This design comes from an exercise in tuning for small area on the open sky130 flow, not from production work.
Only simulation tests tie the RTL to the original design; equivalence was not proved.
Power figures rest on the tool's default switching activity, not on a simulated workload.

==> flow/config.mk <==
export PLATFORM = sky130hd
export DESIGN_NAME = top_master
export DESIGN_NICKNAME = top_master
export VERILOG_FILES = /design/flow/design.v
export SDC_FILE = /design/flow/constraint.sdc
export NUM_CORES = 4
export LEC_CHECK = 0
export CAP_MARGIN = 20
export CORE_MARGIN = 2
export CORE_UTILIZATION = 40
export SLEW_MARGIN = 20
==> flow/constraint.sdc <==
create_clock -name core_clock -period 10.0 [get_ports {sys_clk}]
set_input_delay 2.0000 -clock core_clock [delete_from_list [all_inputs] [get_ports {sys_clk}]]
set_output_delay 2.0000 -clock core_clock [all_outputs]
set_load 0.01 [all_outputs]
==> flow/design.v <==
module top_master(
    input sys_clk,
    input sys_rst,
    input btn_up,
    input btn_dwn,
    input btn_start,
    input pizza,
    input potato,
    input [5:0] load_minutes,
    input [5:0] load_seconds,
    input temp_SDA_in,
    output [7:0] AN,
    output [6:0] display,
    output DP,
    output [15:0] LED,
    output start,
    output idle,
    output temp_SDA_out,
    output temp_SDA_oe,
    output temp_SCL,
    output buzzer
);
    reg [7:0] lc;
    reg [1:0] m3;
    reg [2:0] m5b, m5a;
    reg [2:0] m7;
    reg [9:0] m601;
    always @(posedge sys_clk) begin
        if (sys_rst) begin
            lc <= 8'd0; m3 <= 2'd0; m5b <= 3'd0; m5a <= 3'd0; m7 <= 3'd0; m601 <= 10'd0;
        end else begin
            lc <= lc + 8'd1;
            m3 <= (m3 == 2'd2) ? 2'd0 : m3 + 2'd1;
            m5b <= (m5b == 3'd4) ? 3'd0 : m5b + 3'd1;
            if (m5b == 3'd4) m5a <= (m5a == 3'd4) ? 3'd0 : m5a + 3'd1;
            m7 <= (m7 == 3'd6) ? 3'd0 : m7 + 3'd1;
            m601 <= (m601 == 10'd600) ? 10'd0 : m601 + 10'd1;
        end
    end
    wire m3is2   = (m3 == 2'd2);
    wire t_1hz   = ~lc[0] & (m601 == 10'd600);               
    wire t_400   = ~lc[0] & m3is2 & (m7 == 3'd6);            
    wire e_x4    = lc[0] & m3is2 & (m5b == 3'd4);            
    wire e_29    = e_x4 & ~lc[1];                            
    wire e_59    = e_x4 & lc[1];                             
    wire e_05    = lc[0] & ~lc[1] & m3is2 & (m5b == 3'd0);   
    wire t_2hz   = e_29 & (m5a == 3'd4);                     
    wire up_p, dn_p, st_p;
    mw_button bu(.clk(sys_clk), .rst(sys_rst), .noisy(btn_up),    .p_edge(up_p));
    mw_button bd(.clk(sys_clk), .rst(sys_rst), .noisy(btn_dwn),   .p_edge(dn_p));
    mw_button bs(.clk(sys_clk), .rst(sys_rst), .noisy(btn_start), .p_edge(st_p));
    reg s;
    reg timerEnd;
    reg [1:0] mode;    
    always @(posedge sys_clk) begin
        if (sys_rst | timerEnd) s <= 1'b0;
        else if (st_p) s <= ~s;
    end
    assign start = s;
    assign idle = ~s;
    always @(posedge sys_clk) begin
        if (sys_rst) mode <= 2'b10;
        else if (~s) begin
            if (up_p) mode <= (mode == 2'b10) ? 2'b11 : (mode == 2'b11) ? 2'b01 : 2'b10;
            else if (dn_p) mode <= (mode == 2'b10) ? 2'b01 : (mode == 2'b01) ? 2'b11 : 2'b10;
        end
    end
    reg [5:0] minutes, seconds;
    reg running;
    wire [5:0] m1 = running ? minutes : (load_minutes + (pizza ? 6'd2 : potato ? 6'd5 : 6'd0));
    wire [5:0] s1 = running ? seconds : load_seconds;
    always @(posedge sys_clk) begin
        if (sys_rst) begin
            minutes <= 6'd0; seconds <= 6'd0; timerEnd <= 1'b0; running <= 1'b0;
        end else if (t_1hz) begin
            timerEnd <= 1'b0;
            minutes <= m1;
            seconds <= s1;
            if (s) begin
                if (m1 == 6'd0 && s1 == 6'd0) begin
                    running <= 1'b0;
                    timerEnd <= 1'b1;
                end else if (s1 == 6'd0) begin
                    seconds <= 6'd59;
                    minutes <= m1 - 6'd1;
                    running <= 1'b1;
                end else begin
                    seconds <= s1 - 6'd1;
                    running <= 1'b1;
                end
            end
        end
    end
    reg [3:0] bp;
    always @(posedge sys_clk) begin
        if (sys_rst) bp <= 4'd2;
        else if (t_2hz) begin
            if (~timerEnd) bp <= 4'd2;
            else if (bp != 4'd15) bp <= bp + 4'd1;
        end
    end
    assign buzzer = ~bp[1] & ~bp[0];
    reg oq;
    reg [3:0] pos;
    reg ud;
    wire oc = (mode == 2'b01) ? lc[7] : (mode == 2'b10) ? lc[6] : lc[5];
    always @(posedge sys_clk) oq <= oc;
    wire len = oc & ~oq;
    always @(posedge sys_clk) begin
        if (sys_rst) begin
            pos <= 4'd0; ud <= 1'b0;
        end else if (len) begin
            if (ud) begin
                if (pos != 4'd0) pos <= pos - 4'd1;
                else begin ud <= 1'b0; pos <= 4'd1; end
            end else begin
                if (pos != 4'd15) pos <= pos + 4'd1;
                else begin ud <= 1'b1; pos <= 4'd14; end
            end
        end
    end
    assign LED = s ? (16'd1 << pos) : {13'd0, mode == 2'b11, mode[1], 1'b1};
    reg scl;
    reg [6:0] hi;
    reg ack;
    reg [3:0] aq, ar;      
    reg [3:0] tq, tr;      
    always @(posedge sys_clk) begin
        if (sys_rst) begin
            scl <= 1'b1; hi <= 7'd0;
        end else if (e_59) begin
            scl <= ~scl;
            if (~scl) hi <= (hi == 7'd127) ? 7'd100 : hi + 7'd1;
        end
    end
    assign temp_SCL = scl;
    assign temp_SDA_oe = (hi < 7'd108) | (hi == 7'd108 & scl) | (hi == 7'd117 & ~scl) |
                         (hi == 7'd118 & scl) | (hi == 7'd126 & ~scl) | (hi == 7'd127);
    always @(posedge sys_clk) begin
        if (sys_rst) ack <= 1'b1;
        else if (e_29) begin
            if (~scl) ack <= ~(hi == 7'd101 | hi == 7'd102 | hi == 7'd104);
            else if (hi == 7'd100) ack <= 1'b0;
        end
    end
    assign temp_SDA_out = ack;
    wire samp = e_59 & scl & ((hi >= 7'd111 && hi <= 7'd117) || hi == 7'd119);
    wire [3:0] rin = (hi == 7'd111) ? 4'd0 : ar;
    wire [4:0] sv = {rin, temp_SDA_in};
    wire sc = (sv >= 5'd10);
    wire [4:0] sr = sc ? sv - 5'd10 : sv;
    always @(posedge sys_clk)
        if (samp) begin
            ar <= sr[3:0];
            aq <= {aq[2:0], sc};
        end
    always @(posedge sys_clk) begin
        if (sys_rst) begin
            tq <= 4'd0; tr <= 4'd0;
        end else if (e_05 & ~scl & hi == 7'd126) begin
            tq <= aq; tr <= ar;
        end
    end
    reg [2:0] sel;
    always @(posedge sys_clk)
        if (sys_rst) sel <= 3'd0;
        else if (t_400) sel <= sel + 3'd1;
    wire [5:0] tv = sel[1] ? minutes : seconds;
    wire [2:0] tv1 = tv / 6'd10;
    wire [3:0] tv0 = tv % 6'd10;
    wire [3:0] dig = sel[2] ? (sel[0] ? tr : tq) : (sel[0] ? {1'b0, tv1} : tv0);
    reg [6:0] segd;
    always @(*)
        case (dig)
            4'd0: segd = 7'b1000000;
            4'd1: segd = 7'b1111001;
            4'd2: segd = 7'b0100100;
            4'd3: segd = 7'b0110000;
            4'd4: segd = 7'b0011001;
            4'd5: segd = 7'b0010010;
            4'd6: segd = 7'b0000010;
            4'd7: segd = 7'b1111000;
            4'd8: segd = 7'b0000000;
            4'd9: segd = 7'b0010000;
            default: segd = 7'b1111111;
        endcase
    reg [6:0] seg;
    always @(*)
        case (sel)
            3'd4: seg = 7'b0011100;
            3'd7: seg = (mode == 2'b01) ? 7'b1000111 : (mode == 2'b10) ? 7'b0101011 : 7'b0001001;
            default: seg = segd;
        endcase
    assign display = seg;
    assign AN = ~(8'd1 << sel);
    assign DP = 1'b1;
endmodule
module mw_button(
    input clk,
    input rst,
    input noisy,
    output p_edge
    );
    reg lvl;
    reg [4:0] q;
    reg prev;
    wire x = noisy ^ lvl;
    wire done = q[4] & q[2];    
    always @(posedge clk) begin
        if (rst) begin
            lvl <= 1'b0; q <= 5'd0;
        end else begin
            q <= (x & ~done) ? q + 5'd1 : 5'd0;
            if (x & done) lvl <= ~lvl;
        end
    end
    always @(posedge clk) prev <= lvl;
    assign p_edge = lvl & ~prev;
endmodule
==> flow/run.sh <==
#!/bin/bash
# synth_recipe.tcl (not shown) runs the flow's synth.tcl, then flattens the netlist and writes it again
# the make line also repeats each setting of config.mk as NAME=value (left out here)
make -C /OpenROAD-flow-scripts/flow DESIGN_CONFIG=/design/flow/config.mk WORK_HOME=/design/flow/orfs CLKGATE_MAP_FILE= SYNTH_SCRIPT=/design/flow/synth_recipe.tcl finish
==> results.txt, run 1 <==
status no timing/DRC/antenna violations; nets 895; Mean Syn Cell Area 8.33 µm²; Worst-Margin Slew 0.924 ns; Required @ worst endpoint 8.00 ns; CTS tree done; Max Buffers Root-to-Sink 2; crit end category output pin; DRT antenna net count 0; CTS resizes 0; Synth-to-Final Area Change 14.9%; Worst Skew 0.0123 ns; Max Cap Violations 0; Via density between 5 and 6; power per cell area approximately 110 nW/µm²; number of diodes 0; # DRC 0; first-pass GRT wire length between 20000 and 30000 µm; Storage cell area 2180 µm²; Buffers on Ports 56; Setup Viol. Count Final 0; met3 wire length 530 µm; number of DRC markers in iteration 0 between 300 and 400; GPL Wtd Cong between 0.8 and 0.9; arrival time worst endpoint 4.51 ns; Netlist cell types 78; initial cell density of the core 0.412; grt total ovfl 0; crit share post-route 0.651; cts hold-fix bufs 0; largest net degree at the start of global routing just over 60; # Post-CTS Setup Buffers 0; layout cells sized above 1 0.0688; Fin. Hold Viols 0; Worst-path clk slew ~0.07 ns; Worst Hold Class flip-flop to flip-flop; met2 WL around 7300 µm; die height 132 µm; Finished Core Util 0.473; CTS root buffer clkbuf_16; Cells after Synth 788; number of enable flip-flop cells after synthesis 8; Synth area leader dfxtp_1; top-area cell type share of the netlist area 0.296; WL/cell 14.6 µm; vias in the first global route 5335; Num CTS Buffers 9; post-route insts no fill 1045; Pins Over Slew Limit 0; GRT Util Overall 0.175; Seq/Total Area, Yosys 0.333; synthesized cell area 6560 µm²; Yosys warning total 2; fill count 1529; clock latency on the worst-skew pair between 0.3 and 0.4 ns; crit path kind flip-flop to output pin; initial antenna violation count 0; CP max FO 15; P_leak 2.69 nW; drt first pass iters 5; Async S/R FF share, synth 0; HPWL after DPL between 10000 and 15000 µm; H-tree depth 3; area of the multi-input gates roughly 4000 µm²; Synth Net Count 859; number of synthesized register bits 105; Hold WS 0.406 ns; DRT met1 WL 7150 µm; Core Area ~16000 µm²; most common flop cell mapped by yosys dfxtp_1; Fmax 0.154 GHz; Final min period 6.51 ns; Sink Count 105; top post-synthesis cells by area dfxtp_1 30%, ha_1 9.5%, nor2_1 6.0%; Total Power 0.000833 W; WL final 15300 µm; num ports 58; Top Layer Used met4; Die X 132 µm; peak supply drop between 0.08 and 0.09 mV; row cnt 46; die area between 15000 and 20000 µm²; normalized max-slew margin 0.383; Cells after DPL 1029; RSZ-0062 raised after global routing false; Sum Neg Setup Slack 0 ns; CP Launch Type flip-flop; vias 5700
area by class of cell:
| type | instances | area share |
|---|---|---|
| clock buffers | 9 | 0.0299 |
| clock inverters | 7 | 0.00829 |
| inverters | 47 | 0.0234 |
| multi-input cells | 601 | 0.536 |
| flip-flops and latches | 105 | 0.289 |
| well taps | 216 | 0.0358 |
| repair buffers | 60 | 0.0776 |
kinds of logic (layout without fill, tap and decap cells):
group | Yosys count | count (layout) | share of synthesized area
buffers and inverters | 82 | 123 | 0.0541
DFF | 105 | 105 | 0.333
xor gates and xnor gates | 35 | 35 | 0.0467
and+or+nand+nor | 319 | 319 | 0.229
adders and majority gates | 51 | 51 | 0.0984
muxes | 37 | 37 | 0.0625
other | 1 | 1 | 0.000571
AOI/OAI and AO/OA | 158 | 158 | 0.176
report_power, final:
part / total, W / leakage (nW) / switching [W] / internal, W
sequential: 0.000436 / 0.857 / 0.00000611 / 0.000429
clock: 0.000343 / 0.139 / 0.000169 / 0.000174
combinational: 0.0000542 / 1.69 / 0.0000307 / 0.0000234
total: 0.000833 / 2.69 / 0.000206 / 0.000627
cells in the final DEF, fill, tap and decap left out, drive strengths merged, types with 4 or more instances in the layout:
cell type,n
a21o,4
nor3b,8
or4,5
dfxtp,97
a21oi,48
nor2b,7
clkdlybuf4s50,55
nand2b,5
and3,10
o31ai,6
nand2,76
nand3,43
ha,50
and2,5
mux2i,30
clkinv,5
nand4,8
o21ai,30
nor4,7
nor3,23
edfxtp,8
mux2,7
o211ai,8
a221oi,5
nor2,105
nand3b,5
xor2,20
or3,5
a311oi,5
inv,48
xnor2,15
a31oi,5
a211oi,8
clkbuf,9
o2111ai,4
a22oi,4
buf,5
critical path, cell delays in order, from the launching register on:
cell and delay, ns:
dfxtp_1 0.81, mux2_2 0.47, inv_2 0.13, ha_1 0.31, nand2_1 0.16, nand3_1 0.16
or3_1 0.41, o2111ai_1 0.20, inv_1 0.16, ha_1 0.34, o21a_1 0.20, a221oi_2 0.23
clkdlybuf4s50_1 0.57
cells in the mapped netlist, types with 6 or more instances:
master    instances
mux2i_1          27
and3_1            9
nor2_1          105
dfxtp_1          97
o21ai_0          25
nor3b_1           8
clkbuf_1         24
a211oi_1          8
edfxtp_1          8
xor2_1           20
nand3_1          43
nand2_1          76
nand4_1           8
nor3_1           23
xnor2_1          15
a21oi_1          47
o211ai_1          7
nor4_1            6
ha_1             50
inv_1            43
nor2b_1           7
registers in the layout (all words and copies together) (netlist names), 4 cells and up:
signal,cells
lc,8
minutes,6
seconds,6
pos,4
bu.q,5
bp,4
ar,4
bs.q,5
bd.q,5
tq,4
tr,4
hi,7
m601,10
aq,4
final timing paths:
| check | cells after the start | slack (ns) | from | to |
|---|---|---|---|---|
| worst max-delay path | 12 | 3.49 | sel[1]$_SDFFE_PP0P_ | display[1] |
| worst min-delay path | 0 | 0.41 | bd.lvl$_SDFFE_PP0P_ | bd.prev$_DFF_P_ |
| worst max register to register | 9 | 6.82 | running$_SDFFE_PP0P_ | seconds[3]$_SDFFE_PP0P_ |
| worst min register to register | 0 | 0.41 | bd.lvl$_SDFFE_PP0P_ | bd.prev$_DFF_P_ |
metrics by stage:
stage          worst slack [ns]  area (µm²)
6_report                   3.49        7540
5_1_grt                    3.14        7540
4_1_cts                    3.49        7530
3_5_place_dp               3.88        7250
3_3_place_gp               4.00        7250
2_1_floorplan              5.02        6560
metal layers:
| metal | track usage | up-vias |
|---|---|---|
| li1 | - | 2862 |
| met1 | 0.233 | 2704 |
| met2 | 0.288 | 113 |
| met3 | 0.0288 | 21 |
| met4 | 0.0568 | 0 |
| met5 | 0 | - |
==> run 2, diff against run 1 <==
--- a/flow/design.v
+++ b/flow/design.v
@@ -21,30 +21,32 @@
     output buzzer
 );
     reg [7:0] lc;
-    reg [1:0] m3;
-    reg [2:0] m5b, m5a;
-    reg [2:0] m7;
-    reg [9:0] m601;
-    always @(posedge sys_clk) begin
-        if (sys_rst) begin
-            lc <= 8'd0; m3 <= 2'd0; m5b <= 3'd0; m5a <= 3'd0; m7 <= 3'd0; m601 <= 10'd0;
+    reg [1:0] m3;            
+    reg [2:0] m5b, m5a;      
+    reg [2:0] m7;            
+    reg [9:0] m601;          
+    wire m5b4 = m5b[2] & ~m5b[1];
+    wire m601_end = m601[0] & m601[2] & m601[3] & ~m601[4] & m601[6] & m601[9];
+    always @(posedge sys_clk) begin
+        if (sys_rst) begin
+            lc <= 8'd0; m3 <= 2'd0; m5b <= 3'd0; m5a <= 3'd0; m7 <= 3'b110; m601 <= 10'b0010110000;
         end else begin
             lc <= lc + 8'd1;
-            m3 <= (m3 == 2'd2) ? 2'd0 : m3 + 2'd1;
-            m5b <= (m5b == 3'd4) ? 3'd0 : m5b + 3'd1;
-            if (m5b == 3'd4) m5a <= (m5a == 3'd4) ? 3'd0 : m5a + 3'd1;
-            m7 <= (m7 == 3'd6) ? 3'd0 : m7 + 3'd1;
-            m601 <= (m601 == 10'd600) ? 10'd0 : m601 + 10'd1;
-        end
-    end
-    wire m3is2   = (m3 == 2'd2);
-    wire t_1hz   = ~lc[0] & (m601 == 10'd600);               
-    wire t_400   = ~lc[0] & m3is2 & (m7 == 3'd6);            
-    wire e_x4    = lc[0] & m3is2 & (m5b == 3'd4);            
+            m3 <= {m3[0], ~(m3[1] | m3[0])};
+            m5b <= {m5b[1:0], ~(m5b[2] | m5b[1])};
+            if (m5b4) m5a <= {m5a[1:0], ~(m5a[2] | m5a[1])};
+            m7 <= {m7[1:0], ~(m7[2] ^ m7[1])};
+            m601 <= m601_end ? 10'b0010110000 : {m601[8:0], ~(m601[9] ^ m601[6])};
+        end
+    end
+    wire m3is2   = m3[1];
+    wire t_1hz   = ~lc[0] & m601_end;               
+    wire t_400   = ~lc[0] & m3is2 & (m7[1] & m7[0]);            
+    wire e_x4    = lc[0] & m3is2 & m5b4;            
     wire e_29    = e_x4 & ~lc[1];                            
     wire e_59    = e_x4 & lc[1];                             
-    wire e_05    = lc[0] & ~lc[1] & m3is2 & (m5b == 3'd0);   
-    wire t_2hz   = e_29 & (m5a == 3'd4);                     
+    wire e_05    = lc[0] & ~lc[1] & m3is2 & (~m5b[2] & ~m5b[0]);   
+    wire t_2hz   = e_29 & (m5a[2] & ~m5a[1]);                     
     wire up_p, dn_p, st_p;
     mw_button bu(.clk(sys_clk), .rst(sys_rst), .noisy(btn_up),    .p_edge(up_p));
     mw_button bd(.clk(sys_clk), .rst(sys_rst), .noisy(btn_dwn),   .p_edge(dn_p));
@@ -202,15 +204,15 @@
     output p_edge
     );
     reg lvl;
-    reg [4:0] q;
+    reg [4:0] q;       
     reg prev;
     wire x = noisy ^ lvl;
-    wire done = q[4] & q[2];    
+    wire done = q[0] & ~q[1] & q[2];
     always @(posedge clk) begin
         if (rst) begin
-            lvl <= 1'b0; q <= 5'd0;
+            lvl <= 1'b0; q <= 5'b11010;
         end else begin
-            q <= (x & ~done) ? q + 5'd1 : 5'd0;
+            q <= (x & ~done) ? {q[3:0], ~(q[4] ^ q[2])} : 5'b11010;
             if (x & done) lvl <= ~lvl;
         end
     end
==> results.txt, run 2 <==
status no timing/DRC/antenna violations (unchanged); post-route insts no fill 904 (was 1045); Synth area leader dfxtp_1 (unchanged); Seq/Total Area, Yosys 0.370 (was 0.333); power per cell area 121 nW/µm² (was 110 nW/µm²); vias 4914 (was 5700); Worst Skew 0.0113 ns (was 0.0123 ns); WL/cell 14.5 µm (was 14.6 µm); nets 770 (was 895); vias in the first global route 4632 (was 5335); register-to-register setup slack 6.76 ns (was 6.82 ns); peak supply drop 0.109 mV (was 0.0840 mV); Fmax 0.161 GHz (was 0.154 GHz); CP Launch Type flip-flop (unchanged); Synth Net Count 734 (was 859); Core Area 14500 µm² (was 15900 µm²); leading cell types by count after synthesis 97 x dfxtp_1, 70 x nor2_1, 59 x nand2_1, 38 x a21oi_1, 37 x mux2i_1 (was 105 x nor2_1, 97 x dfxtp_1, 76 x nand2_1, 50 x ha_1, 47 x a21oi_1); Worst Hold Class flip-flop to flip-flop (unchanged); P_leak 2.47 nW (was 2.69 nW); Async S/R FF share, synth 0 (unchanged); die height 125 µm (was 132 µm); H-tree depth 3 (unchanged); Die X 125 µm (was 132 µm); normalized max-slew margin 0.348 (was 0.383); RSZ-0062 raised after global routing false (unchanged); slowest stage cell on the critical path dfxtp_1 (unchanged); Top Registers m601 x10, lc x8, hi x7 (unchanged); drt first pass iters 4 (was 5); Worst-Margin Slew 0.951 ns (was 0.924 ns); HPWL after DPL 9480 µm (was 11200 µm); crit share post-route 0.623 (was 0.651); Netlist cell types 76 (was 78); Max Buffers Root-to-Sink 2 (unchanged); arrival time worst endpoint 4.23 ns (was 4.51 ns); largest net degree at the start of global routing 76 (was 62); Total Power 0.000828 W (was 0.000833 W); top post-synthesis cells by area dfxtp_1 33%, ha_1 7.2%, mux2i_1 6.3% (was dfxtp_1 30%, ha_1 9.5%, nor2_1 6.0%); Required @ worst endpoint 8.00 ns (about the same); initial cell density of the core 0.407 (was 0.412); CTS tree done (unchanged); Cells after DPL 888 (was 1029); first-pass GRT wire length 21800 µm (was 25600 µm); top-area cell type share of the netlist area 0.329 (was 0.296); commonest non-fill, non-tap cell in the layout dfxtp_1 (was nor2_1); number of synthesized register bits 105 (unchanged); GRT Util Overall 0.164 (was 0.175); Cells after Synth 679 (was 788); number of diodes 0 (unchanged); die area 15700 µm² (was 17400 µm²); CP max FO 12 (was 15); # Post-CTS Setup Buffers 0 (unchanged); Sum Neg Setup Slack 0 ns (unchanged); Sink Count 105 (unchanged); Finished Core Util 0.472 (was 0.473); Fin. Hold Viols 0 (unchanged); crit end category output pin (unchanged); largest reg by FF count m601 (unchanged); Layout Cell Area excl Fill 6840 µm² (was 7540 µm²); Num CTS Buffers 9 (unchanged); WL final 13100 µm (was 15300 µm); Synth-to-Final Area Change 15.9% (was 14.9%); CP Cell Sequence mux2i_4, inv_4, ha_1, o221a_2, or2_2, o221ai_1, o221a_2, ha_1, o21a_1, a31oi_1, clkdlybuf4s50_1 (was mux2_2, inv_2, ha_1, nand2_1, nand3_1, or3_1, o2111ai_1, inv_1, ha_1, o21a_1, a221oi_2, clkdlybuf4s50_1); grt total ovfl 0 (unchanged); Post-DP Area 6550 µm² (was 7250 µm²); number of enable flip-flop cells after synthesis 8 (unchanged); most common flop cell mapped by yosys dfxtp_1 (unchanged); Yosys warning total 2 (unchanged); Pins Over Slew Limit 0 (unchanged); layout cells sized above 1 0.0611 (was 0.0688); synthesized cell area 5900 µm² (was 6560 µm²); Via density 5.44 (was 5.45); Setup Viol. Count Final 0 (unchanged); fill count 1361 (was 1529); commonest cells after routing, fill and taps aside 97 x dfxtp_1, 70 x nor2_1, 59 x nand2_1 (was 105 x nor2_1, 97 x dfxtp_1, 76 x nand2_1); Final min period 6.23 ns (was 6.51 ns); num ports 58 (unchanged); max reg flops 10 (unchanged); Max Cap Violations 0 (unchanged); Worst-path clk slew 0.07 ns (about the same); # DRC 0 (unchanged); Mean Syn Cell Area 8.69 µm² (was 8.33 µm²); CTS root buffer clkbuf_16 (unchanged); CTS resizes 0 (unchanged); DRT antenna net count 0 (unchanged); crit path kind flip-flop to output pin (unchanged); number of DRC markers in iteration 0 311 (was 374); row cnt 44 (was 46); cts hold-fix bufs 0 (unchanged); Buffers on Ports 56 (unchanged); GPL Wtd Cong 0.851 (was 0.863); CP max stage delay 0.70 ns (was 0.81 ns); cell with the most instances after synthesis dfxtp_1 (was nor2_1); initial antenna violation count 0 (unchanged); clock latency on the worst-skew pair 0.35 ns (about the same)
## run 2: cell count changes after synthesis, sizes merged, moves of 10 or more
| cell | previous run | this run |
|---|---|---|
| and2 | 5 | 17 |
| inv | 45 | 28 |
| nand2 | 76 | 59 |
| nor2 | 105 | 70 |
| nand3 | 43 | 27 |
| a21oi | 48 | 38 |
| ha | 50 | 34 |
## run 2: per-stage QoR
stage	hold slack, ns	worst slack [ns]
detailed placement	0.387	4.18
finish	0.394	3.77
global route	0.416	3.54
CTS	0.397	3.79
floorplan	0.368	5.02
global placement	0.382	4.27
## run 2: per-layer routing
metal / track usage / part of all wire / vias up
li1: - / - / 2491
met1: 0.220 / 0.49 / 2313
met2: 0.265 / 0.46 / 87
met3: 0.0257 / 0.033 / 23
met4: 0.0680 / 0.025 / 0
met5: 0 / 0 / -
## run 2: power by group
part / total, W / switching [W] / internal (W) / leakage (nW)
Combinational: 0.0000558 / 0.0000289 / 0.0000270 / 1.48
Sequential: 0.000438 / 0.00000651 / 0.000432 / 0.861
Clock: 0.000334 / 0.000163 / 0.000171 / 0.130
## run 2: worst paths after layout
check,depth (start not counted),endpoint,start
max,11,display[3],sel[1]$_SDFFE_PP0P_
min,0,bs.prev$_DFF_P_,bs.lvl$_SDFFE_PP0P_
max reg2reg,7,minutes[1]$_SDFFE_PP0P_,running$_SDFFE_PP0P_
min reg2reg,0,bs.prev$_DFF_P_,bs.lvl$_SDFFE_PP0P_
## run 2: cell type report
cell class,count,area (µm²),area share
multi-input cells,513,3470,0.507
flip-flops and latches,105,2180,0.319
repair buffers,58,571,0.0835
well taps,184,230,0.0337
clock buffers,9,225,0.0329
inverters,28,108,0.0157
clock inverters,7,53.8,0.00787
## run 2: critical path, delay by kind of cell, from the launching register on
| kind | cells | cell delay, ns |
|---|---|---|
| compound gates | 5 | 1.22 |
| buf+inv | 2 | 0.65 |
| simple gates | 1 | 0.31 |
| fa+ha+maj | 2 | 0.60 |
| flops | 1 | 0.70 |
| mux | 1 | 0.37 |
## run 2: cell families after synthesis
family | after synthesis | share of synthesized area
and+or+nand+nor | 274 | 0.235
muxes | 42 | 0.0768
AOI/OAI and AO/OA | 130 | 0.152
DFF | 105 | 0.370
other | 1 | 0.000636
xor gates and xnor gates | 31 | 0.0460
buffers and inverters | 61 | 0.0433
adders and majority gates | 35 | 0.0755

what the ideal ports hide:
In the flow no input, the clock included, has a driving cell. The finished layouts below were timed again as built, in two steps.
Step 1 sets driving cells, clkbuf_16 on the clock port and buf_2 on the other inputs (assumed; they add their load-dependent delay and slew).
Step 2 also shifts input and output timing later by t, the mid clock arrival at the registers, as if the neighbouring blocks saw the same clock.
a / b / c = no drivers / after step 1 / after step 2; a / b = the first two.
| run | shift t [ns] | setup WS [ns] | worst hold slack (ns) | worst register clock-pin slew, ns | worst slew at a driven data input, ns |
|---|---|---|---|---|---|
| run 1 | 0.388 | 3.492 / 3.451 / 3.839 | 0.406 / 0.406 / 0.406 | 0.08 / 0.08 | 0.03 |
| run 2 | 0.380 | 3.772 / 3.734 / 4.114 | 0.394 / 0.394 / 0.394 | 0.08 / 0.08 | 0.03 |
After both steps setup and hold are still met in every run listed.
